From an optimization exercise on the open Yosys and OpenROAD flow, aimed at a short achievable clock period and few clock cycles per item; shortcuts taken in it are not production practice.
RTL that was checked went through simulation tests only; none was proved equivalent to the original.
For runs 1 to 5, only the layout was checked, not whether the RTL still works.
No activity file was given, so power comes from the tool's default toggle rates.

==> design/flow/standard.sh <==
#!/bin/bash
# synth_recipe.tcl (not shown) runs the flow's synth.tcl, then flattens the netlist and writes it again
# the make line also repeats each setting of config.mk as NAME=value (left out here)
make -C /OpenROAD-flow-scripts/flow DESIGN_CONFIG=/design/flow/config.mk WORK_HOME=/design/flow/orfs CLKGATE_MAP_FILE= SYNTH_SCRIPT=/design/flow/synth_recipe.tcl "${@:-finish}"
==> design/flow/flow/run.sh <==
#!/bin/bash
set -euo pipefail
bash standard.sh SETUP_SLACK_MARGIN=6.6 TNS_END_PERCENT=5 finish > standard.log 2>&1
==> design/flow/design.v <==
`timescale 1ns / 1ps
`timescale 1ns / 1ps
`timescale 1ns / 1ps
`timescale 1ns / 1ps
module RegFile(
    input         clk, clear, wen,
    input  [4:0]  waddr,
    input  [31:0] wdata,
    input  [4:0]  raddr1, raddr2,
    output [31:0] rdata1, rdata2
);
    reg [31:0] regs [0:31];
    reg [31:0] valid;
    always @(posedge clk) begin
        if (clear)
            valid <= 32'd0;
        else if (wen)
            valid[waddr] <= 1'b1;
    end
    always @(posedge clk)
        if (wen)
            regs[waddr] <= wdata;
    assign rdata1 = valid[raddr1] ? regs[raddr1] : 32'd0;
    assign rdata2 = valid[raddr2] ? regs[raddr2] : 32'd0;
endmodule
`timescale 1ns / 1ps
module alu_32(
    input  [31:0] A, B,
    input         op_add, op_sub, op_slt, op_nor, op_or, op_and,
    output [31:0] Y,
    output [31:0] Y_nslt,
    output        lt
);
    wire        inv = op_sub | op_slt;
    wire [31:0] sum = A + (inv ? ~B : B) + {31'd0, inv};
    assign lt = (A[31] ^ B[31]) ? A[31] : sum[31];
    wire [31:0] orv = A | B;
    assign Y_nslt = ({32{op_add | op_sub}} & sum)
                  | ({32{op_nor}} & ~orv)
                  | ({32{op_or}}  & orv)
                  | ({32{op_and}} & (A & B));
    assign Y = Y_nslt | {31'd0, op_slt & lt};
endmodule
module addr_gen(
    input  [8:0] xn, y, yn,
    input  [6:0] af,
    input        s_f, s_add, s_and,
    output [6:0] addr
);
    wire [8:0] g = ~(xn | yn);      
    wire [8:0] p = ~(xn ^ y);       
    wire [8:0] g1, p1, g2, p2, g3;
    genvar i;
    generate
        for (i = 0; i < 9; i = i + 1) begin : pf
            if (i >= 1) begin : l1
                assign g1[i] = g[i] | (p[i] & g[i-1]);
                assign p1[i] = p[i] & p[i-1];
            end else begin : l1z
                assign g1[i] = g[i];
                assign p1[i] = p[i];
            end
            if (i >= 2) begin : l2
                assign g2[i] = g1[i] | (p1[i] & g1[i-2]);
                assign p2[i] = p1[i] & p1[i-2];
            end else begin : l2z
                assign g2[i] = g1[i];
                assign p2[i] = p1[i];
            end
            if (i >= 4) begin : l3
                assign g3[i] = g2[i] | (p2[i] & g2[i-4]);
            end else begin : l3z
                assign g3[i] = g2[i];
            end
        end
    endgenerate
    wire [8:2] sum = p[8:2] ^ g3[7:1];
    assign addr = ({7{s_f}} & af) | ({7{s_add}} & sum) | ({7{s_and}} & g[8:2]);
endmodule
`timescale 1ns / 1ps
module Controller(
    input  [31:0] w,
    output        alu_src, mem2reg, reg_write, mem_write,
    output [31:0] imm,
    output        op_add, op_sub, op_slt, op_nor, op_or, op_and
);
    wire [6:0] opc = w[6:0];
    wire [2:0] f3  = w[14:12];
    wire [6:0] f7  = w[31:25];
    wire is_r  = (opc == 7'b0110011);
    wire is_i  = (opc == 7'b0010011);
    wire is_ld = (opc == 7'b0000011);
    wire is_st = (opc == 7'b0100011);
    wire is_mem = is_ld | is_st;
    assign alu_src   = is_i | is_mem;
    assign mem2reg   = is_ld;
    assign reg_write = is_r | is_i | is_ld;
    assign mem_write = is_st;
    assign imm = is_st ? {{20{w[31]}}, w[31:25], w[11:7]}
               : (is_i | is_ld) ? {{20{w[31]}}, w[31:20]}
               : 32'd0;
    wire f0 = (f3 == 3'd0);
    wire mem_add = (f3 == 3'd2);
    assign op_add = is_mem ? mem_add
                  : f0 & (~is_r | (f7 == 7'h00));
    assign op_sub = ~is_mem & is_r & f0 & (f7 == 7'h20);
    assign op_slt = ~is_mem & (f3 == 3'd2);
    assign op_nor = ~is_mem & (f3 == 3'd4);
    assign op_or  = ~is_mem & (f3 == 3'd6);
    assign op_and = ~(op_add | op_sub | op_slt | op_nor | op_or);
endmodule
`timescale 1ns / 1ps
`timescale 1ns / 1ps
`timescale 1ns / 1ps
module processor
(
    input clk, reset,
    output [5:0]  imem_addr,
    input  [31:0] imem_data,
    output [6:0]  dmem_addr,
    output [31:0] dmem_wdata,
    output        dmem_we,
    input  [31:0] dmem_rdata,
    output        result_valid,
    output [31:0] Result
);
    reg rst_q;
    always @(posedge clk)
        rst_q <= reset;
    reg  [5:0]  pc;
    wire [5:0]  pc_now = rst_q ? 6'd0 : pc;
    always @(posedge clk)
        pc <= pc_now + 6'd1;
    assign imem_addr = pc_now;
    wire [31:0] w   = imem_data;
    wire [4:0]  rs1 = w[19:15];
    wire [4:0]  rs2 = w[24:20];
    wire        d_alu_src, d_mem2reg, d_reg_write, d_mem_write;
    wire [31:0] d_imm;
    wire        d_sub, d_slt, d_nor, d_or, d_and, d_add;
    wire        d_mem_add = (w[14:12] == 3'd2);    
    Controller ctrl(
        .w(w), .alu_src(d_alu_src), .mem2reg(d_mem2reg), .reg_write(d_reg_write),
        .mem_write(d_mem_write), .imm(d_imm),
        .op_add(d_add), .op_sub(d_sub), .op_slt(d_slt), .op_nor(d_nor),
        .op_or(d_or), .op_and(d_and) );
    wire [31:0] res, res_nslt;
    wire        res_lt;
    reg         e_valid;
    reg  [4:0]  e_rd;
    reg         e_reg_write;
    wire [31:0] e_wdata;
    wire        e_writes = e_valid & e_reg_write;
    reg         w_we;
    reg  [4:0]  w_rd;
    reg  [31:0] wb_q;
    wire [31:0] rdata1, rdata2;
    RegFile RF(
        .clk(clk), .clear(rst_q), .wen(w_we), .waddr(w_rd), .wdata(wb_q),
        .raddr1(rs1), .raddr2(rs2), .rdata1(rdata1), .rdata2(rdata2) );
    wire [31:0] r1 = rst_q ? 32'd0 : (w_we & (w_rd == rs1)) ? wb_q : rdata1;
    wire [31:0] r2 = rst_q ? 32'd0 : (w_we & (w_rd == rs2)) ? wb_q : rdata2;
    wire fa  = e_writes & (e_rd == rs1);
    wire fsd = e_writes & (e_rd == rs2);
    wire [8:0] a9_rd  = d_mem_add ? (dmem_rdata[8:0] + d_imm[8:0]) : (dmem_rdata[8:0] & d_imm[8:0]);
    wire [8:0] a9_alu = d_mem_add ? (res_nslt[8:0] + d_imm[8:0]) : (res_nslt[8:0] & d_imm[8:0]);
    wire [8:0] a9_lt0 = d_mem_add ? d_imm[8:0] : 9'd0;
    wire [8:0] a9_lt1 = d_mem_add ? (d_imm[8:0] + 9'd1) : {8'd0, d_imm[0]};
    reg        e_mem2reg;
    reg        e_add, e_sub, e_slt, e_nor, e_or, e_and;
    reg [31:0] a_q, b_q;
    reg        fa_q, fb_q;
    reg [8:0]  xn_q, y_q, yn_q;      
    reg        as_f_q, as_add_q, as_and_q;
    reg [6:0]  addr_f_q;
    reg [31:0] dmem_wdata_q;
    reg        dmem_we_q;
    reg [31:0] res_q;
    reg        rvn_q;    
    wire [8:0] a9_f = e_mem2reg ? a9_rd
                    : e_slt     ? (res_lt ? a9_lt1 : a9_lt0)
                    : a9_alu;
    always @(posedge clk) begin
        e_valid     <= ~reset;
        dmem_we_q   <= d_mem_write & ~reset;
        e_rd        <= w[11:7];
        e_reg_write <= d_reg_write;
        e_mem2reg   <= d_mem2reg;
        e_add <= d_add; e_sub <= d_sub; e_slt <= d_slt;
        e_nor <= d_nor; e_or  <= d_or;  e_and <= d_and;
        a_q   <= r1;
        b_q   <= d_alu_src ? d_imm : r2;
        fa_q  <= fa;
        fb_q  <= fsd & ~d_alu_src;
        xn_q  <= ~r1[8:0];
        y_q   <= d_imm[8:0];
        yn_q  <= ~d_imm[8:0];
        as_f_q   <= fa;
        as_add_q <= ~fa & d_mem_add;
        as_and_q <= ~fa & ~d_mem_add;
        addr_f_q <= a9_f[8:2];
        dmem_wdata_q <= fsd ? e_wdata : r2;
    end
    wire [31:0] A = fa_q ? wb_q : a_q;
    wire [31:0] B = fb_q ? wb_q : b_q;
    alu_32 ALU(
        .A(A), .B(B), .op_add(e_add), .op_sub(e_sub), .op_slt(e_slt),
        .op_nor(e_nor), .op_or(e_or), .op_and(e_and),
        .Y(res), .Y_nslt(res_nslt), .lt(res_lt) );
    addr_gen AG(
        .xn(xn_q), .y(y_q), .yn(yn_q), .af(addr_f_q),
        .s_f(as_f_q), .s_add(as_add_q), .s_and(as_and_q), .addr(dmem_addr) );
    assign dmem_wdata = dmem_wdata_q;
    assign dmem_we    = dmem_we_q;
    assign e_wdata = e_mem2reg ? dmem_rdata : res;
    always @(posedge clk) begin
        wb_q  <= e_wdata;
        w_rd  <= e_rd;
        w_we  <= e_writes & ~rst_q;
        res_q <= res;
        rvn_q <= ~(e_valid & ~reset);
    end
    assign Result       = res_q;
    assign result_valid = ~(rvn_q | reset);
endmodule  
==> design/flow/constraint.sdc <==
create_clock -name core_clock -period 11.0 [get_ports {clk}]
set_input_delay 2.2000 -clock core_clock [delete_from_list [all_inputs] [get_ports {clk}]]
set_output_delay 2.2000 -clock core_clock [all_outputs]
set_load 0.01 [all_outputs]
==> design/flow/config.mk <==
export PLATFORM = sky130hd
export DESIGN_NAME = processor
export DESIGN_NICKNAME = processor
export VERILOG_FILES = /design/flow/design.v
export SDC_FILE = /design/flow/constraint.sdc
export NUM_CORES = 8
export LEC_CHECK = 0
export CAP_MARGIN = 20
export CORE_MARGIN = 2
export CORE_UTILIZATION = 40
export SLEW_MARGIN = 20
export SYNTH_HIERARCHICAL = 1
==> out/metrics.csv, run 1 <==
stage,metric,value,unit
outcome,status,finished clean,
detailed_routing,vias per inst,6.38,
global_routing,Overflow after GRT,0,
clocking,clk sinks,1282,
synthesis,YS warnings,8,
power,Leakage,0.0247,uW
die,Die H,402,um
final_layout,Area growth syn-to-layout,13.0,%
die,Die X-Extent,402,um
timing,worst-margin pin slew,1.08,ns
die,Die ar.,161000,um^2
clocking,cts hold-fix bufs,0,
timing,endpoints failing hold,0,
die,Initial Util,40.4,%
critical_path,Reg-to-Reg Start,e_slt,
detailed_routing,Routed Wire Length,209000,um
critical_path,Worst R2R End,dmem_wdata_q[28],
clocking,CTS Buffer Depth,3,
final_layout,Layout fillers,13700,
power,Comb pwr share,9.2,%
power,Pint,8200,uW
timing,post-route clock period utilization,44.8,%
timing,worst slew margin relative to its limit,28.1,%
timing,Final WS setup,6.07,ns
clocking,worst skew pair latency,0.78,ns
timing,setup TNS,0,ns
synthesis,Avg Inst Size Synth,14.1,um^2
power,peak supply drop,0.194,mV
place,routability congestion estimate,0.878,
detailed_routing,DRC,0,
final_layout,layout cells sized above 1,20.0,%
detailed_routing,vias,42800,
hold_path,Tightest Hold Check Type,flop to flop,
timing,Max Fclk,203,MHz
critical_path,Crit. Startpoint,reset,
global_routing,initial antenna violation count,7,
timing,clock skew,0.0255,ns
clocking,CTS Buf Count,136,
place,Final HPWL DP,119000,um
place,Post-Place Worst Slack,4.99,ns
synthesis,cell area after synthesis,63200,um^2
die,Core Box Area,157000,um^2
power,total power,10800,uW
power,Switching Share,24.1,%
timing,Final Critical Period,4.93,ns
clocking,CTS H-tree depth,4,
clocking,root buf cell,clkbuf_16,
critical_path,Register-to-Register Path Depth,15,
critical_path,CP Capture Type,primary output,
flow_run,Max Cap Viol,0,
critical_path,worst path required time,8.80,ns
global_routing,largest net degree at the start of global routing,109,
power,pwr dens,151,nW/um^2
power,part of the power in the clock network,41.4,%
critical_path,Setup crit end,result_valid,
critical_path,worst-path fanout max,4,
detailed_routing,DR pass1 iterations,6,
die,row cnt,145,
detailed_routing,remaining antenna violation count,0,
critical_path,critical path class,input pin to primary output,
critical_path,FF-to-FF setup slack,6.36,ns
final_layout,Final #Nets,4674,
global_routing,gr usage total,25.5,%
critical_path,CP Launch Type,input pin,
synthesis,Synth Instances,4476,
place,PortBufs,144,
timing,Hold Slack,0.384,ns
global_routing,first-pass GRT wire length,300000,um
detailed_routing,initial DRC count,4999,
timing,fin. max-slew vios,0,
critical_path,"Arr. time, crit path",2.73,ns
power,part of the power in registers,49.4,%
die,IO Count,145,
timing,Final Setup Violations,0,
clocking,TritonCTS clock tree,built,
global_routing,number of global-route vias before repair,42500,
power,Switching Power,2610,uW
timing,RSZ-0062 raised after global routing,true,
detailed_routing,wire length per cell,31.2,um
clocking,CTS clock-pin slew for the worst setup and hold paths,0.06,ns
synthesis,Post-Syn Nets,4605,
## power by group through the flow
| stage | Sequential (uW) | Combinational, uW | Clock (uW) |
|---|---|---|---|
| floorplan | 5460 | 592 | 0 |
| global placement | 5450 | 960 | 0 |
| detailed placement | 5450 | 963 | 0 |
| CTS | 5340 | 975 | 4530 |
| global route | 5350 | 1040 | 4730 |
| finish | 5340 | 992 | 4480 |
## flip-flops by register name (all words and copies together) (netlist names), 8 cells and up
signal,flops
RF.valid,32
wb_q,32
b_q,32
yn_q,9
dmem_wdata_q,32
res_q,32
xn_q,9
a_q,32
y_q,8
RF.regs,1024
## cell type report
class / instances / area (um^2) / area share [%]
well taps: 2058 / 2570 / 3.60
repair buffers: 295 / 2920 / 4.09
diodes: 3 / 7.51 / 0.0105
clock inverters: 65 / 541 / 0.756
inverters: 46 / 175 / 0.245
flip-flops and latches: 1282 / 35900 / 50.3
multi-input cells: 2784 / 25600 / 35.8
clock buffers: 174 / 3710 / 5.19
## critical path, cell delays in order
cell and delay, ns:
dlygate4sd2_1 0.28, nor2_2 0.12, buf_2 0.13
## worst min-delay path by stage
stage                 start    end  slack [ns]  depth (start not counted)
finish              e_valid  rvn_q        0.38                          1
floorplan           e_valid  rvn_q        0.36                          1
global route        e_valid  rvn_q        0.40                          1
detailed placement  e_valid  rvn_q        0.37                          1
CTS                 e_valid  rvn_q        0.39                          1
global placement    e_valid  rvn_q        0.37                          1
## layout by cell type (no fill, tap or decap), drive strengths merged, types with 20 or more instances in the layout
cell type,n
ha,62
nor2,248
xnor2,70
nor3,90
o21ai,209
mux2i,558
nand4,21
a221oi,286
mux2,165
nand3,118
a21oi,209
clkinv,49
nand2,47
edfxtp,1024
a22oi,71
dfxtp,258
inv,51
and3,69
xor2,36
mux4,268
buf,159
clkdlybuf4s50,125
nor2b,42
a21o,20
clkbuf,178
## what timing repair did
action,4_1_cts,5_1_grt
setup buffers,27,2
resized for setup,68,42
gates cloned,4,1
pin swaps,15,7
endpoints found under the setup margin,137,131
## stage by stage
stage	utilization, %	area, um^2	instances
floorplan	-	63300	4476
global placement	42.5	66600	6431
detailed placement	42.5	66600	6431
CTS	45.6	71300	6701
global route	45.7	71500	6704
finish	45.7	71500	6707
## layer usage
metal  track usage [%]  vias up  part of all wire [%]
li1                  -    18100                     -
met1              34.3    22000                    40
met2              40.3     2241                    47
met3              4.07      489                   8.3
met4              11.9        0                   4.9
met5                 0        -                     0
==> inputs of run 2 (changes only) <==
--- a/design/flow/design.v
+++ b/design/flow/design.v
@@ -146,11 +146,10 @@
         .op_or(d_or), .op_and(d_and) );
     wire [31:0] res, res_nslt;
     wire        res_lt;
-    reg         e_valid;
     reg  [4:0]  e_rd;
     reg         e_reg_write;
     wire [31:0] e_wdata;
-    wire        e_writes = e_valid & e_reg_write;
+    wire        e_writes = e_reg_write & ~rst_q;
     reg         w_we;
     reg  [4:0]  w_rd;
     reg  [31:0] wb_q;
@@ -181,7 +180,6 @@
                     : e_slt     ? (res_lt ? a9_lt1 : a9_lt0)
                     : a9_alu;
     always @(posedge clk) begin
-        e_valid     <= ~reset;
         dmem_we_q   <= d_mem_write & ~reset;
         e_rd        <= w[11:7];
         e_reg_write <= d_reg_write;
@@ -216,9 +214,9 @@
     always @(posedge clk) begin
         wb_q  <= e_wdata;
         w_rd  <= e_rd;
-        w_we  <= e_writes & ~rst_q;
+        w_we  <= e_writes;
         res_q <= res;
-        rvn_q <= ~(e_valid & ~reset);
+        rvn_q <= ~(~rst_q & ~reset);
     end
     assign Result       = res_q;
     assign result_valid = ~(rvn_q | reset);
==> design/flow/flow/run.sh (replaced) <==
#!/bin/bash
set -euo pipefail
bash standard.sh SETUP_SLACK_MARGIN=6.4 TNS_END_PERCENT=100 finish > standard.log 2>&1
==> out/metrics.csv, run 2 <==
stage,metric,value,unit,change
timing,Final Critical Period,4.89,ns,-0.0423 ns
global_routing,first-pass GRT wire length,308000,um,+2.8%
global_routing,most crowded layer after global routing,met2,,
place,Post-Place Worst Slack,4.82,ns,-0.171 ns
timing,endpoints failing hold,0,,unchanged
outcome,status,finished clean,,
clocking,clk sinks,1281,,-0.078%
critical_path,Max stage delay on crit path,0.48,ns,+0.20 ns
synthesis,Post-Syn Nets,4604,,-0.022%
final_layout,most frequent cells in the layout,"1024 x edfxtp_1, 559 x mux2i_1, 278 x a221oi_1, 268 x mux4_2, 242 x dfxtp_1",,
detailed_routing,wire length per cell,32.4,um,+3.9%
timing,clock skew,0.0325,ns,+0.00700 ns
critical_path,CP Capture Type,primary output,,
global_routing,met1 Use GR,34.8,%,+0.47 points
synthesis,YS warnings,8,,unchanged
timing,worst-margin pin slew,1.09,ns,+0.00861 ns
power,total power,10900,uW,+1.1%
critical_path,worst-path fanout max,6,,+2
critical_path,Crit. Startpoint,xn_q[4],,
synthesis,Avg Inst Size Synth,14.1,um^2,about the same
critical_path,CP Launch Type,flop,,
timing,setup TNS,0,ns,unchanged
power,Pint,8240,uW,+0.48%
detailed_routing,DR pass1 iterations,7,,+1
flow_run,Max Cap Viol,0,,unchanged
power,pwr dens,152,nW/um^2,+0.48%
global_routing,gr usage total,26.3,%,+0.86 points
timing,worst slew margin relative to its limit,27.5,%,-0.57 points
critical_path,Worst R2R End,addr_f_q[4],,
clocking,worst skew pair latency,0.80,ns,+0.02 ns
global_routing,Overflow after GRT,0,,unchanged
global_routing,GR Layer Usage met3,4.21,%,+0.14 points
timing,post-route clock period utilization,44.4,%,-0.38 points
clocking,CTS H-tree depth,4,,unchanged
place,Final HPWL DP,122000,um,+3.0%
global_routing,number of global-route vias before repair,42800,,+0.75%
clocking,CTS Buffer Depth,3,,unchanged
die,Initial Util,40.4,%,about the same
timing,Max Fclk,205,MHz,+0.87%
power,Comb pwr share,9.5,%,+0.3 points
final_layout,max reg flops,1024,,unchanged
power,Switching Power,2690,uW,+3.3%
final_layout,layout cells sized above 1,21.2,%,+1.2 points
timing,RSZ-0062 raised after global routing,true,,
power,part of the power in the clock network,41.8,%,+0.4 points
power,Switching Share,24.6,%,+0.50 points
detailed_routing,remaining antenna violation count,0,,unchanged
critical_path,FF-to-FF setup slack,6.48,ns,+0.12 ns
die,Core Box Area,157000,um^2,unchanged
place,PortBufs,144,,unchanged
detailed_routing,DRC,0,,unchanged
critical_path,Critical-path top delay cell,dfxtp_1,,
global_routing,M2 GR Usage,41.7,%,+1.3 points
critical_path,Reg-to-Reg Start,fb_q,,
clocking,CTS Buf Count,137,,+0.74%
detailed_routing,vias per inst,6.45,,+1.1%
die,Die ar.,161000,um^2,about the same
hold_path,Tightest Hold Check Type,flop to flop,,
detailed_routing,vias,43400,,+1.3%
die,Die H,402,um,about the same
critical_path,Crit path max-delay family,simple AND/OR/NAND/NOR gates,,
critical_path,critical path class,flop to primary output,,
clocking,root buf cell,clkbuf_16,,
critical_path,Register-to-Register Path Depth,18,,+3
place,routability congestion estimate,0.878,,about the same
final_layout,Biggest register,RF.regs,,
final_layout,final core occ,46.0,%,+0.30 points
die,IO Count,145,,unchanged
synthesis,cell area after synthesis,63200,um^2,about the same
final_layout,"commonest non-fill, non-tap cell in the layout",edfxtp_1,,
power,Leakage,0.0250,uW,+0.91%
final_layout,Area growth syn-to-layout,13.8,%,
die,row cnt,145,,unchanged
final_layout,Final #Nets,4687,,+0.28%
detailed_routing,initial DRC count,4918,,-1.6%
final_layout,final cell count without fillers,6724,,+0.25%
timing,fin. max-slew vios,0,,unchanged
power,peak supply drop,0.119,mV,-39%
critical_path,Worst path depth,6,,+3
critical_path,worst path required time,8.80,ns,about the same
place,Inst Count DP,6439,,+0.12%
clocking,TritonCTS clock tree,built,,
critical_path,"Arr. time, crit path",2.69,ns,-0.04 ns
die,Die X-Extent,402,um,about the same
global_routing,initial antenna violation count,2,,-5
power,part of the power in registers,48.8,%,-0.6 points
global_routing,largest net degree at the start of global routing,94,,-14%
timing,Final WS setup,6.11,ns,+0.0423 ns
critical_path,CP cell instances,"xor2_1, nor3_1, o311ai_4, and3_2, o31ai_1, dlygate4sd2_1",,
critical_path,buffers and inverters on the worst path,1,,-1
detailed_routing,Routed Wire Length,218000,um,+4.2%
timing,Final Setup Violations,0,,unchanged
critical_path,Setup crit end,dmem_addr[5],,
clocking,CTS clock-pin slew for the worst setup and hold paths,0.06,ns,about the same
synthesis,Synth Instances,4475,,-0.022%
run 2: cell types whose count changed in the layout (fill, tap and decap cells not counted), moves of 6 or more:
cell / delta
dfxtp_2: -7
buf_8: +13
a21oi_1: -13
ha_1: -9
clkbuf_8: +7
ha_2: +6
a21oi_2: +11
clkbuf_1: +6
xnor2_1: -11
clkinv_1: -7
run 2: how the worst min path moves through the flow:
stage / start / endpoint / slack, ns / cells after the start
finish: e_rd[4] / w_rd[4] / 0.41 / 0
CTS: e_rd[4] / w_rd[4] / 0.40 / 0
detailed placement: e_rd[4] / w_rd[4] / 0.39 / 0
global placement: e_rd[4] / w_rd[4] / 0.40 / 0
floorplan: e_rd[0] / w_rd[0] / 0.36 / 0
global route: e_rd[4] / w_rd[4] / 0.41 / 0
run 2: power by group through the flow:
| stage | clock network [uW] | registers (uW) | logic, uW |
|---|---|---|---|
| after floorplan | 0 | 5460 | 592 |
| after global placement | 0 | 5440 | 978 |
| after detailed placement | 0 | 5440 | 984 |
| after CTS | 4630 | 5330 | 1000 |
| after global routing | 4810 | 5340 | 1080 |
| final | 4570 | 5330 | 1030 |
run 2: per-stage QoR:
step | hold WS [ns] | instance area [um^2]
finish | 0.405 | 72000
global route | 0.415 | 72000
CTS | 0.404 | 71300
detailed placement | 0.392 | 66600
global placement | 0.398 | 66600
floorplan | 0.362 | 63300
run 2: layout make-up:
cell class	count	area, um^2
inverter	47	186
clock buffer	184	3760
antenna	1	2.50
sequential	1281	35900
tap	2058	2570
fill	13700	84600
timing repair buffer	305	3020
clock inverter	62	599
multi-input combinational	2786	25900
run 2: repair_timing:
action / in CTS / in global routing
hold buffers: 0 / 0
setup endpoints to repair: 120 / 81
buffers inserted: 11 / 20
gates cloned: 4 / 3
pin swaps: 16 / 22
resized for setup: 104 / 112
run 2: metal layers:
metal  vias to the layer above  wire, um
met1                     22400     85100
met2                      2367    101000
met4                         0     12100
met5                         -         0
li1                      18100         -
met3                       484     19500
==> inputs of run 3 (changes only) <==
--- a/design/flow/config.mk
+++ b/design/flow/config.mk
@@ -9,4 +9,3 @@
 export CORE_MARGIN = 2
 export CORE_UTILIZATION = 40
 export SLEW_MARGIN = 20
-export SYNTH_HIERARCHICAL = 1
==> out/metrics.csv, run 3 <==
stage,metric,value,unit,change
die,row cnt,143,,-1.4%
die,IO Count,145,,unchanged
timing,post-route clock period utilization,47.7,%,+3.3 points
clocking,CTS Buf Count,133,,-2.9%
synthesis,Synth Instances,3588,,-20%
timing,RSZ-0062 raised after global routing,true,,
place,Post-Place Worst Slack,4.72,ns,-0.105 ns
timing,worst slew margin relative to its limit,20.9,%,-6.6 points
global_routing,GR Layer Usage met3,4.69,%,+0.48 points
global_routing,Overflow after GRT,0,,unchanged
global_routing,first-pass GRT wire length,265000,um,-14%
timing,worst-margin pin slew,1.18,ns,+0.0969 ns
critical_path,critical path class,flop to primary output,,
global_routing,most crowded layer after global routing,met2,,
timing,Max Fclk,190,MHz,-6.9%
synthesis,Post-synth ARST share,0,%,
outcome,status,finished clean,,
global_routing,initial antenna violation count,4,,+2
detailed_routing,DRC,0,,unchanged
synthesis,Post-Syn Nets,3708,,-19%
global_routing,M2 GR Usage,38.7,%,-3.0 points
critical_path,"Arr. time, crit path",3.05,ns,+0.36 ns
clocking,cts hold-fix bufs,0,,unchanged
die,Core Box Area,152000,um^2,-3.1%
detailed_routing,vias,36300,,-16%
timing,fin. max-slew vios,0,,unchanged
die,Die H,395,um,-1.7%
flow_run,Max Cap Viol,0,,unchanged
synthesis,largest area contributor in the netlist,edfxtp_1,,
critical_path,worst path required time,8.80,ns,about the same
global_routing,met1 Use GR,32.0,%,-2.8 points
hold_path,Tightest Hold Check Type,flop to flop,,
detailed_routing,vias per inst,6.16,,-4.4%
synthesis,"Top FF cell, synth",edfxtp_1,,
final_layout,max reg flops,1024,,unchanged
die,Die X-Extent,395,um,-1.7%
timing,Final Critical Period,5.25,ns,+0.365 ns
clocking,CTS clock-pin slew for the worst setup and hold paths,0.06,ns,about the same
synthesis,cell area after synthesis,61000,um^2,-3.5%
synthesis,YS warnings,2,,-6
power,pwr dens,150,nW/um^2,-1.1%
synthesis,Synth area leaders,"edfxtp_1 50%, mux4_2 24%, dfxtp_1 8.4%",,
place,Final HPWL DP,106000,um,-13%
clocking,worst skew pair latency,0.78,ns,-0.02 ns
global_routing,gr usage total,23.6,%,-2.7 points
critical_path,CP Launch Type,flop,,
timing,endpoints failing hold,0,,unchanged
critical_path,Register-to-Register Path Depth,13,,-5
detailed_routing,wire length per cell,31.4,um,-3.2%
critical_path,CP Capture Type,primary output,,
final_layout,Layout fillers,12900,,-5.8%
clocking,clk sinks,1281,,unchanged
timing,clock skew,0.0237,ns,-0.00873 ns
clocking,root buf cell,clkbuf_16,,
critical_path,Setup crit end,dmem_addr[6],,
synthesis,Synth top area share,50.4,%,
final_layout,Final #Nets,3866,,-18%
final_layout,most frequent cells in the layout,"1024 x edfxtp_1, 660 x mux4_2, 242 x dfxtp_1, 146 x nor2_1, 138 x clkbuf_16",,
synthesis,post-synthesis sequential area ratio,58.8,%,
place,routability congestion estimate,0.906,,+3.3%
synthesis,Post-synth EDFFs,1024,,
synthesis,count of different cell masters after synthesis,86,,
timing,setup TNS,0,ns,unchanged
timing,Final Setup Violations,0,,unchanged
power,Leakage,0.0234,uW,-6.1%
critical_path,worst-path fanout max,2,,-4
synthesis,cell with the most instances after synthesis,edfxtp_1,,
detailed_routing,Routed Wire Length,185000,um,-15%
global_routing,largest net degree at the start of global routing,95,,+1.1%
detailed_routing,DR pass1 iterations,5,,-2
detailed_routing,remaining antenna violation count,0,,unchanged
critical_path,FF-to-FF setup slack,6.67,ns,+0.19 ns
final_layout,"commonest non-fill, non-tap cell in the layout",edfxtp_1,,
synthesis,Avg Inst Size Synth,17.0,um^2,+20%
critical_path,Reg-to-Reg Start,as_f_q,,
synthesis,count of state elements after synthesis,1281,,
global_routing,number of global-route vias before repair,36400,,-15%
final_layout,Area growth syn-to-layout,15.1,%,
final_layout,Biggest register,RF.regs,,
final_layout,ANT cells,0,,-1
timing,Final WS setup,5.75,ns,-0.365 ns
place,PortBufs,144,,unchanged
power,peak supply drop,0.176,mV,+48%
die,Initial Util,40.2,%,-0.17 points
synthesis,commonest cells in the synthesized netlist,"1024 x edfxtp_1, 660 x mux4_2, 257 x dfxtp_1",,
die,Die ar.,156000,um^2,-3.5%
clocking,CTS H-tree depth,4,,unchanged
clocking,CTS Buffer Depth,3,,unchanged
detailed_routing,initial DRC count,4020,,-18%
clocking,TritonCTS clock tree,built,,
critical_path,Worst R2R End,addr_f_q[4],,
critical_path,Crit. Startpoint,xn_q[0],,
final_layout,layout cells sized above 1,31.8,%,+11 points
[run 3: cell count changes in the layout (fill, tap and decap cells not counted), moves of 50 or more]
cell / delta
mux2i_1: -456
mux4_2: +392
a221oi_1: -275
mux2_2: -107
nand3_1: -81
o21ai_0: -80
nand2_1: +69
a22oi_1: -68
nor2_1: -64
a21oi_1: -54
and3_1: -54
o21ai_1: -50
[run 3: cell type report]
type | instances | area, um^2 | area share (%)
clock buffer | 162 | 3550 | 5.06
clock inverter | 80 | 682 | 0.971
inverter | 72 | 307 | 0.436
multi-input combinational | 1981 | 24300 | 34.6
sequential | 1281 | 35900 | 51.1
tap | 2030 | 2540 | 3.62
timing repair buffer | 275 | 2900 | 4.13
timing repair inverter | 2 | 17.5 | 0.0249
[run 3: cells by family (layout without fill, tap and decap cells)]
family	after synthesis	after routing	synth area share, %
DFF	1281	1281	58.8
muxes	839	839	27.4
and+or+nand+nor	569	569	4.46
AOI/OAI and AO/OA	417	417	4.50
buffers and inverters	326	591	2.23
xor gates and xnor gates	102	102	1.46
adders and majority gates	54	54	1.12
[run 3: metrics by stage]
stage / power [uW] / hold slack [ns] / utilization [%] / area (um^2) / cells
after CTS: 10600 / 0.388 / 46.1 / 69900 / 5873
after global placement: 6160 / 0.391 / 42.9 / 65100 / 5607
after detailed placement: 6160 / 0.376 / 42.9 / 65100 / 5607
final: 10600 / 0.385 / 46.3 / 70200 / 5883
after global routing: 10800 / 0.394 / 46.3 / 70200 / 5883
after floorplan: 5890 / 0.362 / - / 61300 / 3588
[run 3: routing by layer]
layer,vias to the layer above,share of wire (%)
met1,19200,39
met5,-,0.0070
met2,1752,49
li1,15100,-
met4,2,2.9
met3,275,8.9
[run 3: how the worst min path moves through the flow]
stage	startpoint	to	slack, ns	cells after the start
after floorplan	e_rd[1]	w_rd[1]	0.36	0
after global placement	e_rd[1]	w_rd[1]	0.39	0
after detailed placement	e_rd[1]	w_rd[1]	0.38	0
after CTS	e_rd[1]	w_rd[1]	0.39	0
after global routing	e_rd[1]	w_rd[1]	0.39	0
final	e_rd[1]	w_rd[1]	0.39	0
[run 3: critical path: stages (launching register included)]
cell	delay, ns
dfxtp_2	0.36
nand4bb_1	0.18
o221ai_2	0.14
a41oi_2	0.21
a211oi_2	0.07
o21ai_2	0.20
nand2_2	0.09
a211oi_2	0.26
nor2_2	0.08
or3_1	0.31
a31o_2	0.26
buf_6	0.12
[run 3: power by group]
part           switching, uW  internal (uW)  total (uW)
clock                   1940           2520        4460
sequential              32.2           5250        5280
combinational            448            363         811
total                   2420           8140       10600
[run 3: what timing repair did]
item / CTS / global route
setup endpoints to repair: 122 / 63
cloned: 10 / 1
pin swaps: 23 / 23
setup buffers: 14 / 9
resized for setup: 112 / 63
==> inputs of run 4 (changes only) <==
--- a/design/flow/design.v
+++ b/design/flow/design.v
@@ -20,8 +20,9 @@
     always @(posedge clk)
         if (wen)
             regs[waddr] <= wdata;
-    assign rdata1 = valid[raddr1] ? regs[raddr1] : 32'd0;
-    assign rdata2 = valid[raddr2] ? regs[raddr2] : 32'd0;
+    wire [31:0] readable = clear ? 32'd0 : valid;
+    assign rdata1 = readable[raddr1] ? regs[raddr1] : 32'd0;
+    assign rdata2 = readable[raddr2] ? regs[raddr2] : 32'd0;
 endmodule
 `timescale 1ns / 1ps
 module alu_32(
@@ -150,15 +151,11 @@
     reg         e_reg_write;
     wire [31:0] e_wdata;
     wire        e_writes = e_reg_write & ~rst_q;
-    reg         w_we;
-    reg  [4:0]  w_rd;
     reg  [31:0] wb_q;
-    wire [31:0] rdata1, rdata2;
+    wire [31:0] r1, r2;
     RegFile RF(
-        .clk(clk), .clear(rst_q), .wen(w_we), .waddr(w_rd), .wdata(wb_q),
-        .raddr1(rs1), .raddr2(rs2), .rdata1(rdata1), .rdata2(rdata2) );
-    wire [31:0] r1 = rst_q ? 32'd0 : (w_we & (w_rd == rs1)) ? wb_q : rdata1;
-    wire [31:0] r2 = rst_q ? 32'd0 : (w_we & (w_rd == rs2)) ? wb_q : rdata2;
+        .clk(clk), .clear(rst_q), .wen(e_writes), .waddr(e_rd), .wdata(e_wdata),
+        .raddr1(rs1), .raddr2(rs2), .rdata1(r1), .rdata2(r2) );
     wire fa  = e_writes & (e_rd == rs1);
     wire fsd = e_writes & (e_rd == rs2);
     wire [8:0] a9_rd  = d_mem_add ? (dmem_rdata[8:0] + d_imm[8:0]) : (dmem_rdata[8:0] & d_imm[8:0]);
@@ -213,8 +210,6 @@
     assign e_wdata = e_mem2reg ? dmem_rdata : res;
     always @(posedge clk) begin
         wb_q  <= e_wdata;
-        w_rd  <= e_rd;
-        w_we  <= e_writes;
         res_q <= res;
         rvn_q <= ~(~rst_q & ~reset);
     end
--- a/design/flow/config.mk
+++ b/design/flow/config.mk
@@ -9,3 +9,4 @@
 export CORE_MARGIN = 2
 export CORE_UTILIZATION = 40
 export SLEW_MARGIN = 20
+export SYNTH_HIERARCHICAL = 1
==> out/metrics.csv, run 4 <==
stage,metric,value,unit,change
final_layout,final core occ,46.1,%,-0.22 points
power,Leakage,0.0231,uW,-1.3%
critical_path,Max stage delay on crit path,0.36,ns,about the same
critical_path,Critical-path top delay cell,dfxtp_4,,
detailed_routing,wire length per cell,33.3,um,+5.9%
detailed_routing,vias per inst,6.41,,+3.9%
clocking,CTS Buf Count,132,,-0.75%
timing,fin. max-slew vios,0,,unchanged
hold_path,Tightest Hold Check Type,flop to flop,,
outcome,status,finished clean,,
clocking,TritonCTS clock tree,built,,
die,Core Box Area,152000,um^2,unchanged
clocking,CTS clock-pin slew for the worst setup and hold paths,0.06,ns,about the same
detailed_routing,DR pass1 iterations,8,,+3
detailed_routing,DRC,0,,unchanged
detailed_routing,remaining antenna violation count,0,,unchanged
critical_path,critical path class,flop to primary output,,
timing,Final Setup Violations,0,,unchanged
synthesis,Synth Instances,3826,,+6.6%
timing,Max Fclk,207,MHz,+8.7%
global_routing,gr usage total,25.3,%,+1.7 points
timing,worst-margin pin slew,1.31,ns,+0.124 ns
die,Die ar.,156000,um^2,-0.12%
critical_path,Crit path max-delay family,compound AO/OA/AOI/OAI gates,,
clocking,CTS Buffer Depth,3,,unchanged
final_layout,Area growth syn-to-layout,14.7,%,
die,Initial Util,40.2,%,-0.051 points
global_routing,largest net degree at the start of global routing,108,,+14%
critical_path,"Arr. time, crit path",2.63,ns,-0.42 ns
timing,setup TNS,0,ns,unchanged
detailed_routing,initial DRC count,4921,,+22%
place,PortBufs,144,,unchanged
timing,RSZ-0062 raised after global routing,true,,
die,Die X-Extent,394,um,about the same
die,Die H,394,um,about the same
critical_path,worst-path fanout max,3,,+1
synthesis,Avg Inst Size Synth,15.9,um^2,-6.3%
critical_path,buffers and inverters on the worst path,2,,+1
synthesis,cell area after synthesis,61000,um^2,-0.13%
critical_path,worst path required time,8.80,ns,about the same
global_routing,initial antenna violation count,7,,+3
critical_path,CP Capture Type,primary output,,
final_layout,layout cells sized above 1,27.8,%,-4.0 points
synthesis,Post-Syn Nets,3955,,+6.7%
global_routing,number of global-route vias before repair,38200,,+5.1%
power,total power,11300,uW,+7.0%
timing,post-route clock period utilization,43.9,%,-3.8 points
flow_run,Max Cap Viol,0,,unchanged
timing,worst slew margin relative to its limit,12.8,%,-8.1 points
timing,Final Critical Period,4.83,ns,-0.418 ns
place,routability congestion estimate,0.898,,-0.95%
final_layout,Biggest register,RF.regs,,
clocking,clk sinks,1275,,-0.47%
final_layout,most frequent cells in the layout,"1024 x edfxtp_1, 454 x mux4_2, 241 x dfxtp_1, 164 x a22oi_1, 161 x mux2i_1",,
clocking,root buf cell,clkbuf_16,,
final_layout,"commonest non-fill, non-tap cell in the layout",edfxtp_1,,
detailed_routing,vias,38900,,+7.4%
clocking,CTS H-tree depth,4,,unchanged
die,IO Count,145,,unchanged
critical_path,Crit. Startpoint,xn_q[1],,
timing,endpoints failing hold,0,,unchanged
timing,clock skew,0.0353,ns,+0.0116 ns
detailed_routing,Routed Wire Length,202000,um,+9.4%
power,peak supply drop,0.167,mV,-5.1%
critical_path,Reg-to-Reg Start,fb_q,,
global_routing,first-pass GRT wire length,283000,um,+7.1%
hold_path,hold path start,pc[0],,
clocking,cts hold-fix bufs,0,,unchanged
final_layout,Final #Nets,4063,,+5.1%
clocking,worst skew pair latency,0.80,ns,+0.02 ns
power,pwr dens,162,nW/um^2,+7.5%
die,row cnt,143,,unchanged
place,Final HPWL DP,113000,um,+6.6%
global_routing,Overflow after GRT,0,,unchanged
critical_path,CP cell instances,"nor4bb_4, o31a_1, buf_6, o311ai_4, a21oi_2, o21a_1, o31ai_2, buf_2",,
final_layout,max reg flops,1024,,unchanged
synthesis,YS warnings,8,,+6
critical_path,CP Launch Type,flop,,
## run 4: power by group
part | internal [uW] | switching [uW] | total [uW]
Sequential | 5370 | 53.0 | 5420
Clock | 2690 | 1930 | 4620
Combinational | 477 | 783 | 1260
Total | 8530 | 2760 | 11300
## run 4: worst paths after layout
kind               endpoint  slack, ns  depth (start not counted)
min                   pc[0]       0.42                          1
min reg2reg           pc[0]       0.42                          1
max            dmem_addr[6]       6.17                          8
max reg2reg  RF.regs[9][24]       6.42                         15
## run 4: final cells by class
cell class,count,area [um^2]
antenna,3,7.51
clock buffer,185,3770
clock inverter,60,661
fill,13100,81800
inverter,59,223
multi-input combinational,2205,24300
sequential,1275,35800
tap,2030,2540
timing repair buffer,261,2620
## run 4: worst register-to-register path, stage by stage (launching register included)
cell	delay [ns]
dfxtp_4	0.44
buf_12	0.21
mux2_2	0.41
nor2b_1	0.18
or2_2	0.32
fa_1	0.45
nand3b_1	0.27
a211oi_4	0.34
o2111ai_2	0.20
a21oi_2	0.18
buf_4	0.17
a31oi_1	0.12
xor2_1	0.29
o21ai_4	0.19
mux2_4	0.40
buf_12	0.16
## run 4: timing repair
item,4_1_cts,5_1_grt
resized for setup,105,59
buffers inserted,14,13
pin swaps,23,21
setup endpoints to repair,970,459
gates cloned,9,5
## run 4: through the flow
stage	worst slack (ns)	hold WS (ns)	area (um^2)	cells
2_1_floorplan	6.28	0.387	61000	3826
3_3_place_gp	5.13	0.404	64400	5789
3_5_place_dp	5.10	0.407	64400	5789
4_1_cts	6.06	0.422	69400	6057
5_1_grt	6.06	0.456	69900	6075
6_report	6.17	0.416	69900	6078
## run 4: per-layer routing
layer / GRT usage (%) / wire length (um) / up-vias
li1: - / - / 15900
met1: 33.6 / 77900 / 20500
met2: 41.4 / 97100 / 2176
met3: 4.94 / 19700 / 398
met4: 9.48 / 7400 / 0
met5: 0 / 0 / -
==> inputs of run 5 (changes only) <==
--- a/design/flow/design.v
+++ b/design/flow/design.v
@@ -44,40 +44,67 @@
 endmodule
 module addr_gen(
     input  [8:0] xn, y, yn,
-    input  [6:0] af,
-    input        s_f, s_add, s_and,
+    input  [6:0] npre,
+    input        ns_add,
     output [6:0] addr
 );
-    wire [8:0] g = ~(xn | yn);      
-    wire [8:0] p = ~(xn ^ y);       
-    wire [8:0] g1, p1, g2, p2, g3;
+    wire [8:0] g, p;             
     genvar i;
     generate
-        for (i = 0; i < 9; i = i + 1) begin : pf
-            if (i >= 1) begin : l1
-                assign g1[i] = g[i] | (p[i] & g[i-1]);
-                assign p1[i] = p[i] & p[i-1];
-            end else begin : l1z
-                assign g1[i] = g[i];
-                assign p1[i] = p[i];
-            end
-            if (i >= 2) begin : l2
-                assign g2[i] = g1[i] | (p1[i] & g1[i-2]);
-                assign p2[i] = p1[i] & p1[i-2];
-            end else begin : l2z
-                assign g2[i] = g1[i];
-                assign p2[i] = p1[i];
-            end
-            if (i >= 4) begin : l3
-                assign g3[i] = g2[i] | (p2[i] & g2[i-4]);
-            end else begin : l3z
-                assign g3[i] = g2[i];
-            end
-        end
-    endgenerate
-    wire [8:2] sum = p[8:2] ^ g3[7:1];
-    assign addr = ({7{s_f}} & af) | ({7{s_add}} & sum) | ({7{s_and}} & g[8:2]);
-endmodule
+        for (i = 0; i < 9; i = i + 1) begin : pg
+            c_nor2  G (.a(xn[i]), .b(yn[i]), .y(g[i]));
+            c_xnor2 P (.a(xn[i]), .b(y[i]),  .y(p[i]));
+        end
+    endgenerate
+    wire [8:1] nG1, nP1;
+    generate
+        for (i = 1; i < 9; i = i + 1) begin : l1
+            c_a21oi G (.a1(p[i]), .a2(g[i-1]), .b1(g[i]), .y(nG1[i]));
+            c_nand2 P (.a(p[i]), .b(p[i-1]), .y(nP1[i]));
+        end
+    endgenerate
+    wire nG1_0, nP1_0;
+    c_or2   G10 (.a(xn[0]), .b(yn[0]), .y(nG1_0));    
+    c_xor2  P10 (.a(xn[0]), .b(y[0]),  .y(nP1_0));    
+    wire [8:2] G2, P2;
+    c_o21ai G22 (.a1(nP1[2]), .a2(nG1_0), .b1(nG1[2]), .y(G2[2]));
+    c_nor2  P22 (.a(nP1[2]), .b(nP1_0), .y(P2[2]));
+    generate
+        for (i = 3; i < 9; i = i + 1) begin : l2
+            c_o21ai G (.a1(nP1[i]), .a2(nG1[i-2]), .b1(nG1[i]), .y(G2[i]));
+            c_nor2  P (.a(nP1[i]), .b(nP1[i-2]), .y(P2[i]));
+        end
+    endgenerate
+    wire G1_1;
+    c_inv I11 (.a(nG1[1]), .y(G1_1));
+    wire [7:4] nG3;
+    c_a21oi G34 (.a1(P2[4]), .a2(g[0]), .b1(G2[4]), .y(nG3[4]));
+    c_a21oi G35 (.a1(P2[5]), .a2(G1_1), .b1(G2[5]), .y(nG3[5]));
+    c_a21oi G36 (.a1(P2[6]), .a2(G2[2]), .b1(G2[6]), .y(nG3[6]));
+    c_a21oi G37 (.a1(P2[7]), .a2(G2[3]), .b1(G2[7]), .y(nG3[7]));
+    wire [8:2] nsum;
+    c_xor2  S2 (.a(p[2]), .b(nG1[1]), .y(nsum[2]));
+    c_xnor2 S3 (.a(p[3]), .b(G2[2]),  .y(nsum[3]));
+    c_xnor2 S4 (.a(p[4]), .b(G2[3]),  .y(nsum[4]));
+    generate
+        for (i = 5; i < 9; i = i + 1) begin : sm
+            c_xor2 S (.a(p[i]), .b(nG3[i-1]), .y(nsum[i]));
+        end
+    endgenerate
+    generate
+        for (i = 0; i < 7; i = i + 1) begin : sel
+            c_o21ai O (.a1(ns_add), .a2(nsum[i+2]), .b1(npre[i]), .y(addr[i]));
+        end
+    endgenerate
+endmodule
+module c_inv  (input a, output y);            assign y = ~a;                  endmodule
+module c_nand2(input a, b, output y);         assign y = ~(a & b);            endmodule
+module c_nor2 (input a, b, output y);         assign y = ~(a | b);            endmodule
+module c_or2  (input a, b, output y);         assign y = a | b;               endmodule
+module c_xor2 (input a, b, output y);         assign y = a ^ b;               endmodule
+module c_xnor2(input a, b, output y);         assign y = ~(a ^ b);            endmodule
+module c_a21oi(input a1, a2, b1, output y);   assign y = ~((a1 & a2) | b1);   endmodule
+module c_o21ai(input a1, a2, b1, output y);   assign y = ~((a1 | a2) & b1);   endmodule
 `timescale 1ns / 1ps
 module Controller(
     input  [31:0] w,
@@ -167,8 +194,8 @@
     reg [31:0] a_q, b_q;
     reg        fa_q, fb_q;
     reg [8:0]  xn_q, y_q, yn_q;      
-    reg        as_f_q, as_add_q, as_and_q;
-    reg [6:0]  addr_f_q;
+    reg        nas_add_q;
+    reg [6:0]  npre_q;       
     reg [31:0] dmem_wdata_q;
     reg        dmem_we_q;
     reg [31:0] res_q;
@@ -190,10 +217,8 @@
         xn_q  <= ~r1[8:0];
         y_q   <= d_imm[8:0];
         yn_q  <= ~d_imm[8:0];
-        as_f_q   <= fa;
-        as_add_q <= ~fa & d_mem_add;
-        as_and_q <= ~fa & ~d_mem_add;
-        addr_f_q <= a9_f[8:2];
+        nas_add_q <= ~(~fa & d_mem_add);
+        npre_q    <= ~(fa ? a9_f[8:2] : d_mem_add ? 7'd0 : (r1[8:2] & d_imm[8:2]));
         dmem_wdata_q <= fsd ? e_wdata : r2;
     end
     wire [31:0] A = fa_q ? wb_q : a_q;
@@ -203,8 +228,8 @@
         .op_nor(e_nor), .op_or(e_or), .op_and(e_and),
         .Y(res), .Y_nslt(res_nslt), .lt(res_lt) );
     addr_gen AG(
-        .xn(xn_q), .y(y_q), .yn(yn_q), .af(addr_f_q),
-        .s_f(as_f_q), .s_add(as_add_q), .s_and(as_and_q), .addr(dmem_addr) );
+        .xn(xn_q), .y(y_q), .yn(yn_q), .npre(npre_q), .ns_add(nas_add_q),
+        .addr(dmem_addr) );
     assign dmem_wdata = dmem_wdata_q;
     assign dmem_we    = dmem_we_q;
     assign e_wdata = e_mem2reg ? dmem_rdata : res;
==> out/metrics.csv, run 5 <==
stage,metric,value,unit,change
flow_run,Max Cap Viol,0,,unchanged
timing,RSZ-0062 raised after global routing,true,,
detailed_routing,vias per inst,6.33,,-1.2%
global_routing,first-pass GRT wire length,275000,um,-3.0%
power,peak supply drop,0.153,mV,-8.4%
final_layout,layout cells sized above 1,28.0,%,+0.19 points
die,Die ar.,155000,um^2,-0.50%
critical_path,CP Capture Type,primary output,,
clocking,CTS H-tree depth,4,,unchanged
critical_path,"Arr. time, crit path",2.47,ns,-0.16 ns
final_layout,Final #Nets,4010,,-1.3%
global_routing,Overflow after GRT,0,,unchanged
place,routability congestion estimate,0.907,,+0.98%
die,row cnt,142,,-0.70%
timing,endpoints failing hold,0,,unchanged
timing,Max Fclk,214,MHz,+3.5%
clocking,clk sinks,1273,,-0.16%
timing,clock skew,0.0263,ns,-0.00905 ns
critical_path,worst-path fanout max,2,,-1
clocking,CTS Buffer Depth,3,,unchanged
clocking,root buf cell,clkbuf_16,,
critical_path,worst path required time,8.80,ns,about the same
final_layout,Layout fillers,12900,,-1.6%
clocking,TritonCTS clock tree,built,,
timing,post-route clock period utilization,42.5,%,-1.5 points
final_layout,"commonest non-fill, non-tap cell in the layout",edfxtp_1,,
final_layout,Area growth syn-to-layout,14.3,%,
synthesis,Post-Syn Nets,3903,,-1.3%
global_routing,initial antenna violation count,13,,+6
final_layout,post-route cell area,69300,um^2,-0.80%
timing,Final Setup Violations,0,,unchanged
detailed_routing,vias,38000,,-2.4%
final_layout,Biggest register,RF.regs,,
synthesis,cell area after synthesis,60700,um^2,-0.50%
detailed_routing,initial DRC count,4797,,-2.5%
timing,Final Critical Period,4.67,ns,-0.162 ns
detailed_routing,DRC,0,,unchanged
timing,fin. max-slew vios,0,,unchanged
hold_path,Tightest Hold Check Type,flop to flop,,
detailed_routing,Routed Wire Length,194000,um,-3.9%
global_routing,gr usage total,24.5,%,-0.84 points
detailed_routing,wire length per cell,32.4,um,-2.7%
timing,Final WS setup,6.33,ns,+0.162 ns
final_layout,final cell count without fillers,6004,,-1.2%
timing,worst-margin pin slew,1.08,ns,-0.228 ns
synthesis,Synth Instances,3774,,-1.4%
final_layout,most frequent cells in the layout,"1024 x edfxtp_1, 454 x mux4_2, 242 x dfxtp_1, 157 x mux2i_1, 155 x a22oi_1",,
clocking,CTS clock-pin slew for the worst setup and hold paths,0.06,ns,about the same
global_routing,number of global-route vias before repair,37500,,-2.0%
die,IO Count,145,,unchanged
final_layout,Multi-input gate area,23800,um^2,-2.0%
critical_path,critical path class,input pin to primary output,,
global_routing,largest net degree at the start of global routing,101,,-6.5%
outcome,status,finished clean,,
clocking,CTS Buf Count,132,,unchanged
place,Inst Count DP,5724,,-1.1%
die,Die X-Extent,393,um,-0.25%
detailed_routing,remaining antenna violation count,0,,unchanged
die,Die H,393,um,-0.25%
detailed_routing,DR pass1 iterations,6,,-2
die,Initial Util,40.4,%,+0.22 points
timing,Hold Slack,0.428,ns,+0.0114 ns
critical_path,CP Launch Type,input pin,,
place,PortBufs,144,,unchanged
final_layout,max reg flops,1024,,unchanged
place,Placed Instance Area,64100,um^2,-0.50%
timing,setup TNS,0,ns,unchanged
synthesis,Avg Inst Size Synth,16.1,um^2,+0.87%
die,Core Box Area,150000,um^2,-1.1%
place,Post-Place Worst Slack,5.05,ns,-0.0552 ns
final_layout,Storage cell area,35800,um^2,-0.12%
place,Final HPWL DP,113000,um,+0.22%
power,pwr dens,161,nW/um^2,-0.45%
timing,worst slew margin relative to its limit,27.7,%,+15 points
power,Leakage,0.0230,uW,-0.57%
synthesis,YS warnings,8,,unchanged
clocking,worst skew pair latency,0.78,ns,-0.02 ns
run 5: through the flow:
| step | util (%) | power, uW |
|---|---|---|
| after floorplan | - | 6240 |
| after global placement | 42.7 | 6680 |
| after detailed placement | 42.7 | 6690 |
| after CTS | 45.9 | 11200 |
| after global routing | 46.2 | 11500 |
| final | 46.2 | 11200 |
run 5: worst paths after layout:
path | from | end | slack [ns] | depth (start not counted)
setup reg to reg | fb_q | RF.regs[21][19] | 6.49 | 16
hold reg to reg | pc[0] | pc[0] | 0.43 | 1
setup / recovery | reset | result_valid | 6.33 | 3
hold / removal | pc[0] | pc[0] | 0.43 | 1
run 5: repair_timing:
action	4_1_cts	5_1_grt
cloned	5	5
endpoints found under the setup margin	685	366
setup buffers	18	11
resized for setup	72	58
hold buffers	0	0
pin swaps	13	17
run 5: layout make-up:
type                            count  share of cell area [%]
Inverter                           46                   0.249
Multi-Input combinational cell   2158                    34.3
Sequential cell                  1273                    51.6
Tap cell                         2016                    3.64
Clock inverter                     43                   0.628
Clock buffer                      196                    5.56
Timing Repair Buffer              270                    4.03
Antenna cell                        2                 0.00722
run 5: worst max-delay path, stage by stage:
cell    delay, ns
buf_8        0.10
nor2_4       0.07
buf_6        0.10
run 5: layer usage:
metal / part of all wire, % / GRT usage (%)
met1: 40 / 33.3
met2: 47 / 39.3
met3: 9.3 / 4.64
met4: 3.9 / 8.68
met5: 0.014 / 0
run 5: power breakdown:
part	internal (uW)	leakage (uW)	switching (uW)
sequential	5360	0.0115	55.8
combinational	475	0.00946	764
clock	2610	0.00208	1890
total	8450	0.0230	2710
==> inputs of run 6 (changes only) <==
--- a/design/flow/design.v
+++ b/design/flow/design.v
@@ -44,8 +44,8 @@
 endmodule
 module addr_gen(
     input  [8:0] xn, y, yn,
-    input  [6:0] npre,
-    input        ns_add,
+    input  [6:0] af,
+    input        s_f, s_and, ns_add,
     output [6:0] addr
 );
     wire [8:0] g, p;             
@@ -91,8 +91,10 @@
             c_xor2 S (.a(p[i]), .b(nG3[i-1]), .y(nsum[i]));
         end
     endgenerate
+    wire [6:0] npre;
     generate
         for (i = 0; i < 7; i = i + 1) begin : sel
+            c_a22oi A (.a1(s_f), .a2(af[i]), .b1(s_and), .b2(g[i+2]), .y(npre[i]));
             c_o21ai O (.a1(ns_add), .a2(nsum[i+2]), .b1(npre[i]), .y(addr[i]));
         end
     endgenerate
@@ -105,6 +107,7 @@
 module c_xnor2(input a, b, output y);         assign y = ~(a ^ b);            endmodule
 module c_a21oi(input a1, a2, b1, output y);   assign y = ~((a1 & a2) | b1);   endmodule
 module c_o21ai(input a1, a2, b1, output y);   assign y = ~((a1 | a2) & b1);   endmodule
+module c_a22oi(input a1, a2, b1, b2, output y); assign y = ~((a1 & a2) | (b1 & b2)); endmodule
 `timescale 1ns / 1ps
 module Controller(
     input  [31:0] w,
@@ -194,8 +197,8 @@
     reg [31:0] a_q, b_q;
     reg        fa_q, fb_q;
     reg [8:0]  xn_q, y_q, yn_q;      
-    reg        nas_add_q;
-    reg [6:0]  npre_q;       
+    reg        as_f_q, as_and_q, nas_add_q;
+    reg [6:0]  addr_f_q;
     reg [31:0] dmem_wdata_q;
     reg        dmem_we_q;
     reg [31:0] res_q;
@@ -217,8 +220,10 @@
         xn_q  <= ~r1[8:0];
         y_q   <= d_imm[8:0];
         yn_q  <= ~d_imm[8:0];
+        as_f_q    <= fa;
+        as_and_q  <= ~fa & ~d_mem_add;
         nas_add_q <= ~(~fa & d_mem_add);
-        npre_q    <= ~(fa ? a9_f[8:2] : d_mem_add ? 7'd0 : (r1[8:2] & d_imm[8:2]));
+        addr_f_q  <= a9_f[8:2];
         dmem_wdata_q <= fsd ? e_wdata : r2;
     end
     wire [31:0] A = fa_q ? wb_q : a_q;
@@ -228,7 +233,8 @@
         .op_nor(e_nor), .op_or(e_or), .op_and(e_and),
         .Y(res), .Y_nslt(res_nslt), .lt(res_lt) );
     addr_gen AG(
-        .xn(xn_q), .y(y_q), .yn(yn_q), .npre(npre_q), .ns_add(nas_add_q),
+        .xn(xn_q), .y(y_q), .yn(yn_q), .af(addr_f_q),
+        .s_f(as_f_q), .s_and(as_and_q), .ns_add(nas_add_q),
         .addr(dmem_addr) );
     assign dmem_wdata = dmem_wdata_q;
     assign dmem_we    = dmem_we_q;
==> out/metrics.csv, run 6 <==
stage,metric,value,unit,change
die,Core Box Area,151000,um^2,+0.82%
critical_path,critical path class,input pin to primary output,,
global_routing,largest net degree at the start of global routing,134,,+33%
final_layout,Area growth syn-to-layout,14.5,%,
final_layout,max reg flops,1024,,unchanged
timing,Final Setup Violations,0,,unchanged
detailed_routing,Routed Wire Length,197000,um,+1.5%
timing,Max Fclk,211,MHz,-1.5%
die,Die H,394,um,+0.13%
clocking,worst skew pair latency,0.78,ns,about the same
clocking,cts hold-fix bufs,0,,unchanged
critical_path,worst path required time,8.80,ns,about the same
synthesis,YS warnings,8,,unchanged
timing,clock skew,0.0276,ns,+0.00137 ns
detailed_routing,remaining antenna violation count,0,,unchanged
timing,Hold Slack,0.418,ns,-0.00918 ns
detailed_routing,initial DRC count,4494,,-6.3%
power,Leakage,0.0231,uW,+0.32%
place,routability congestion estimate,0.864,,-4.7%
timing,endpoints failing hold,0,,unchanged
critical_path,most used cell along the critical path,buf_2,,
die,Die X-Extent,394,um,+0.13%
final_layout,layout cells sized above 1,28.3,%,+0.31 points
synthesis,Synth Instances,3791,,+0.45%
final_layout,Biggest register,RF.regs,,
die,Die ar.,155000,um^2,+0.25%
die,IO Count,145,,unchanged
critical_path,CP cell instances,"buf_2, nor2_1, buf_2",,
critical_path,worst-path fanout max,4,,+2
hold_path,Tightest Hold Check Type,flop to flop,,
detailed_routing,wire length per cell,32.6,um,+0.86%
critical_path,"Arr. time, crit path",2.54,ns,+0.07 ns
die,row cnt,143,,+0.70%
timing,worst-margin pin slew,1.06,ns,-0.0203 ns
place,Final HPWL DP,110000,um,-3.0%
synthesis,Post-Syn Nets,3920,,+0.44%
clocking,CTS H-tree depth,4,,unchanged
global_routing,gr usage total,24.9,%,+0.36 points
clocking,TritonCTS clock tree,built,,
power,total power,11200,uW,+0.50%
global_routing,initial antenna violation count,10,,-3
power,peak supply drop,0.149,mV,-2.5%
final_layout,Layout fillers,13000,,+0.87%
global_routing,Overflow after GRT,0,,unchanged
detailed_routing,vias per inst,6.36,,+0.46%
critical_path,CP Launch Type,input pin,,
detailed_routing,DR pass1 iterations,6,,unchanged
timing,post-route clock period utilization,43.1,%,+0.65 points
critical_path,Crit path max-delay family,buffers and inverters,,
final_layout,final cell count without fillers,6041,,+0.62%
timing,fin. max-slew vios,0,,unchanged
outcome,status,finished clean,,
detailed_routing,DRC,0,,unchanged
die,Initial Util,40.2,%,-0.23 points
synthesis,Avg Inst Size Synth,16.0,um^2,-0.19%
clocking,clk sinks,1275,,+0.16%
clocking,CTS Buffer Depth,3,,unchanged
critical_path,buffers and inverters on the worst path,2,,unchanged
final_layout,Multi-input gate area,24000,um^2,+0.86%
detailed_routing,vias,38400,,+1.1%
final_layout,Final #Nets,4032,,+0.55%
critical_path,Critical-path top delay cell,buf_2,,
clocking,CTS Buf Count,132,,unchanged
final_layout,"commonest non-fill, non-tap cell in the layout",edfxtp_1,,
synthesis,cell area after synthesis,60800,um^2,+0.26%
final_layout,most frequent cells in the layout,"1024 x edfxtp_1, 454 x mux4_2, 240 x dfxtp_1, 164 x mux2i_1, 158 x a22oi_1",,
power,pwr dens,161,nW/um^2,about the same
global_routing,first-pass GRT wire length,278000,um,+1.0%
critical_path,Max stage delay on crit path,0.13,ns,+0.03 ns
place,PortBufs,144,,unchanged
global_routing,number of global-route vias before repair,37700,,+0.46%
place,Inst Count DP,5759,,+0.61%
clocking,CTS clock-pin slew for the worst setup and hold paths,0.06,ns,about the same
flow_run,Max Cap Viol,0,,unchanged
timing,RSZ-0062 raised after global routing,true,,
timing,worst slew margin relative to its limit,28.3,%,+0.60 points
timing,Final Critical Period,4.74,ns,+0.0717 ns
final_layout,Storage cell area,35800,um^2,+0.14%
critical_path,CP Capture Type,primary output,,
timing,setup TNS,0,ns,unchanged
clocking,root buf cell,clkbuf_16,,
run 6: power by group:
part           switching (uW)  internal (uW)
sequential               50.7           5370
combinational             746            462
clock                    1930           2650
total                    2730           8480
run 6: repair_timing:
item | 4_1_cts | 5_1_grt
pin swaps | 10 | 25
setup buffers | 12 | 20
resized for setup | 84 | 49
setup endpoints to repair | 688 | 358
cloned | 5 | 3
run 6: path summary, 6_finish.rpt:
check	slack [ns]	endpoint	depth (start not counted)	from
setup reg to reg	6.46	addr_f_q[4]	17	fb_q
setup / recovery	6.26	result_valid	3	reset
hold / removal	0.42	pc[0]	1	pc[0]
hold reg to reg	0.42	pc[0]	1	pc[0]
run 6: worst reg2reg max path, stage by stage (launching register included):
cell	delay [ns]
dfxtp_4	0.39
buf_12	0.17
mux2_2	0.41
xnor2_1	0.14
ha_1	0.35
and2_2	0.24
a221o_1	0.34
a31oi_4	0.22
a311oi_2	0.13
buf_4	0.20
a32oi_4	0.31
o211ai_4	0.14
o221ai_4	0.23
and4_2	0.34
nand4_1	0.14
xnor2_1	0.16
a221oi_1	0.32
a22oi_1	0.16
run 6: per-layer routing:
| layer | up-vias | part of all wire, % | routed length (um) | global-route usage, % |
|---|---|---|---|---|
| met2 | 2130 | 48 | 94000 | 40.4 |
| met4 | 2 | 4.3 | 8410 | 9.86 |
| met1 | 20100 | 39 | 76900 | 33.1 |
| met5 | - | 0.074 | 145 | 0.677 |
| li1 | 15800 | - | - | - |
| met3 | 411 | 9.0 | 17700 | 4.52 |
run 6: final cells by class:
type                       count  area share [%]
antenna                        1         0.00359
clock buffer                 185            5.43
timing repair buffer         268            3.88
inverter                      51           0.275
sequential                  1275            51.4
tap                         2030            3.65
clock inverter                56           0.887
multi-input combinational   2175            34.5
run 6: metrics by stage:
step / setup slack [ns] / instance area (um^2) / utilization, %
detailed placement: 5.05 / 64300 / 42.5
finish: 6.26 / 69600 / 46.0
floorplan: 6.29 / 60900 / -
global route: 6.24 / 69600 / 46.0
global placement: 5.04 / 64300 / 42.5
CTS: 6.14 / 69300 / 45.8
Testbench counts of run 6, summed over its fixed seeds: cycles 51,360, results 51,200.
==> inputs of run 7 (changes only) <==
==> design/flow/flow/run.sh (replaced) <==
#!/bin/bash
set -euo pipefail
bash standard.sh SETUP_SLACK_MARGIN=6.6 TNS_END_PERCENT=5 finish > standard.log 2>&1
==> out/metrics.csv, run 7 <==
stage,metric,value,unit,change
outcome,status,finished clean,,
final_layout,layout cells sized above 1,28.1,%,-0.19 points
detailed_routing,Routed Wire Length,197000,um,-0.17%
timing,RSZ-0062 raised after global routing,true,,
final_layout,max reg flops,1024,,unchanged
timing,setup TNS,0,ns,unchanged
die,IO Count,145,,unchanged
die,Initial Util,40.2,%,unchanged
synthesis,cell area after synthesis,60800,um^2,unchanged
clocking,root buf cell,clkbuf_16,,
timing,Final WS setup,6.30,ns,+0.0384 ns
critical_path,CP Capture Type,primary output,,
hold_path,Tightest Hold Check Type,flop to flop,,
place,Inst Count DP,5759,,unchanged
critical_path,Register-to-Register Path Depth,14,,-3
timing,Max Fclk,213,MHz,+0.82%
place,routability congestion estimate,0.864,,unchanged
critical_path,CP cell instances,"buf_8, nor2_1, buf_2",,
place,Final HPWL DP,110000,um,unchanged
clocking,CTS Buf Count,132,,unchanged
clocking,clk sinks,1275,,unchanged
critical_path,Critical-path top delay cell,buf_2,,
timing,endpoints failing hold,0,,unchanged
final_layout,Final #Nets,4030,,-0.050%
critical_path,worst-path fanout max,2,,-2
synthesis,Avg Inst Size Synth,16.0,um^2,unchanged
timing,Final Setup Violations,0,,unchanged
place,PortBufs,144,,unchanged
critical_path,CP Launch Type,input pin,,
detailed_routing,remaining antenna violation count,0,,unchanged
flow_run,Max Cap Viol,0,,unchanged
final_layout,most frequent cells in the layout,"1024 x edfxtp_1, 454 x mux4_2, 240 x dfxtp_1, 164 x mux2i_1, 158 x a22oi_1",,
timing,worst slew margin relative to its limit,28.0,%,-0.29 points
power,peak supply drop,0.149,mV,-0.10%
place,Post-Place Worst Slack,5.05,ns,unchanged
final_layout,post-route cell area,69700,um^2,+0.10%
timing,fin. max-slew vios,0,,unchanged
global_routing,initial antenna violation count,9,,-1
global_routing,gr usage total,25.0,%,+0.10 points
detailed_routing,wire length per cell,32.6,um,-0.17%
critical_path,worst path required time,8.80,ns,about the same
global_routing,Overflow after GRT,0,,unchanged
final_layout,Area growth syn-to-layout,14.6,%,
critical_path,critical path class,input pin to primary output,,
clocking,cts hold-fix bufs,0,,unchanged
detailed_routing,initial DRC count,4389,,-2.3%
die,row cnt,143,,unchanged
global_routing,number of global-route vias before repair,37800,,+0.43%
die,Die ar.,155000,um^2,unchanged
power,pwr dens,161,nW/um^2,-0.12%
synthesis,YS warnings,8,,unchanged
power,Leakage,0.0231,uW,about the same
die,Die H,394,um,unchanged
global_routing,first-pass GRT wire length,279000,um,+0.35%
detailed_routing,vias per inst,6.34,,-0.32%
clocking,worst skew pair latency,0.78,ns,about the same
synthesis,Synth Instances,3791,,unchanged
final_layout,"commonest non-fill, non-tap cell in the layout",edfxtp_1,,
clocking,TritonCTS clock tree,built,,
timing,clock skew,0.0324,ns,+0.00480 ns
final_layout,Layout fillers,13000,,+0.12%
place,Placed Instance Area,64300,um^2,unchanged
detailed_routing,DR pass1 iterations,5,,-1
clocking,CTS H-tree depth,4,,unchanged
final_layout,Biggest register,RF.regs,,
die,Core Box Area,151000,um^2,unchanged
global_routing,largest net degree at the start of global routing,134,,unchanged
hold_path,hold depth,1,,unchanged
synthesis,Post-Syn Nets,3920,,unchanged
clocking,CTS clock-pin slew for the worst setup and hold paths,0.06,ns,about the same
clocking,CTS Buffer Depth,3,,unchanged
## run 7: through the flow
stage | power [uW] | hold WS (ns)
floorplan | 6250 | 0.387
global placement | 6670 | 0.403
detailed placement | 6680 | 0.402
CTS | 11200 | 0.420
global route | 11500 | 0.435
finish | 11200 | 0.418
## run 7: metal layers
metal  GRT usage [%]  up-vias  wire (um)
met5           0.677        -        145
met4            9.87        2       8410
met3            4.52      418      17800
met2            40.6     2089      93800
met1            33.2    20100      76600
li1                -    15800          -
## run 7: final cells by class
| cell class | count | area, um^2 | share of cell area [%] |
|---|---|---|---|
| clock buffer | 185 | 3780 | 5.43 |
| clock inverter | 56 | 618 | 0.887 |
| inverter | 51 | 191 | 0.275 |
| tap | 2030 | 2540 | 3.64 |
| sequential | 1275 | 35800 | 51.3 |
| multi-input combinational | 2174 | 24000 | 34.4 |
| antenna | 3 | 7.51 | 0.0108 |
| timing repair buffer | 267 | 2820 | 4.05 |
## run 7: worst paths after layout
check	from	to	slack [ns]
setup / recovery	reset	result_valid	6.30
setup reg to reg	fb_q	dmem_wdata_q[30]	6.39
hold / removal	pc[0]	pc[0]	0.42
hold reg to reg	pc[0]	pc[0]	0.42
## run 7: where the power goes
group	switching, uW	internal [uW]	total (uW)
Clock	1930	2650	4580
Combinational	744	465	1210
Sequential	49.8	5370	5420
Total	2720	8490	11200
## run 7: worst max-delay path: cells and delay by family
kind / cells / cell delay (ns)
buffers and inverters: 2 / 0.23
AND/OR/NAND/NOR: 1 / 0.08
## run 7: what timing repair did
| action | CTS | global route |
|---|---|---|
| setup endpoints to repair | 840 | 551 |
| pin swaps | 35 | 0 |
| gates cloned | 7 | 1 |
| setup buffers | 28 | 2 |
| resized for setup | 114 | 30 |
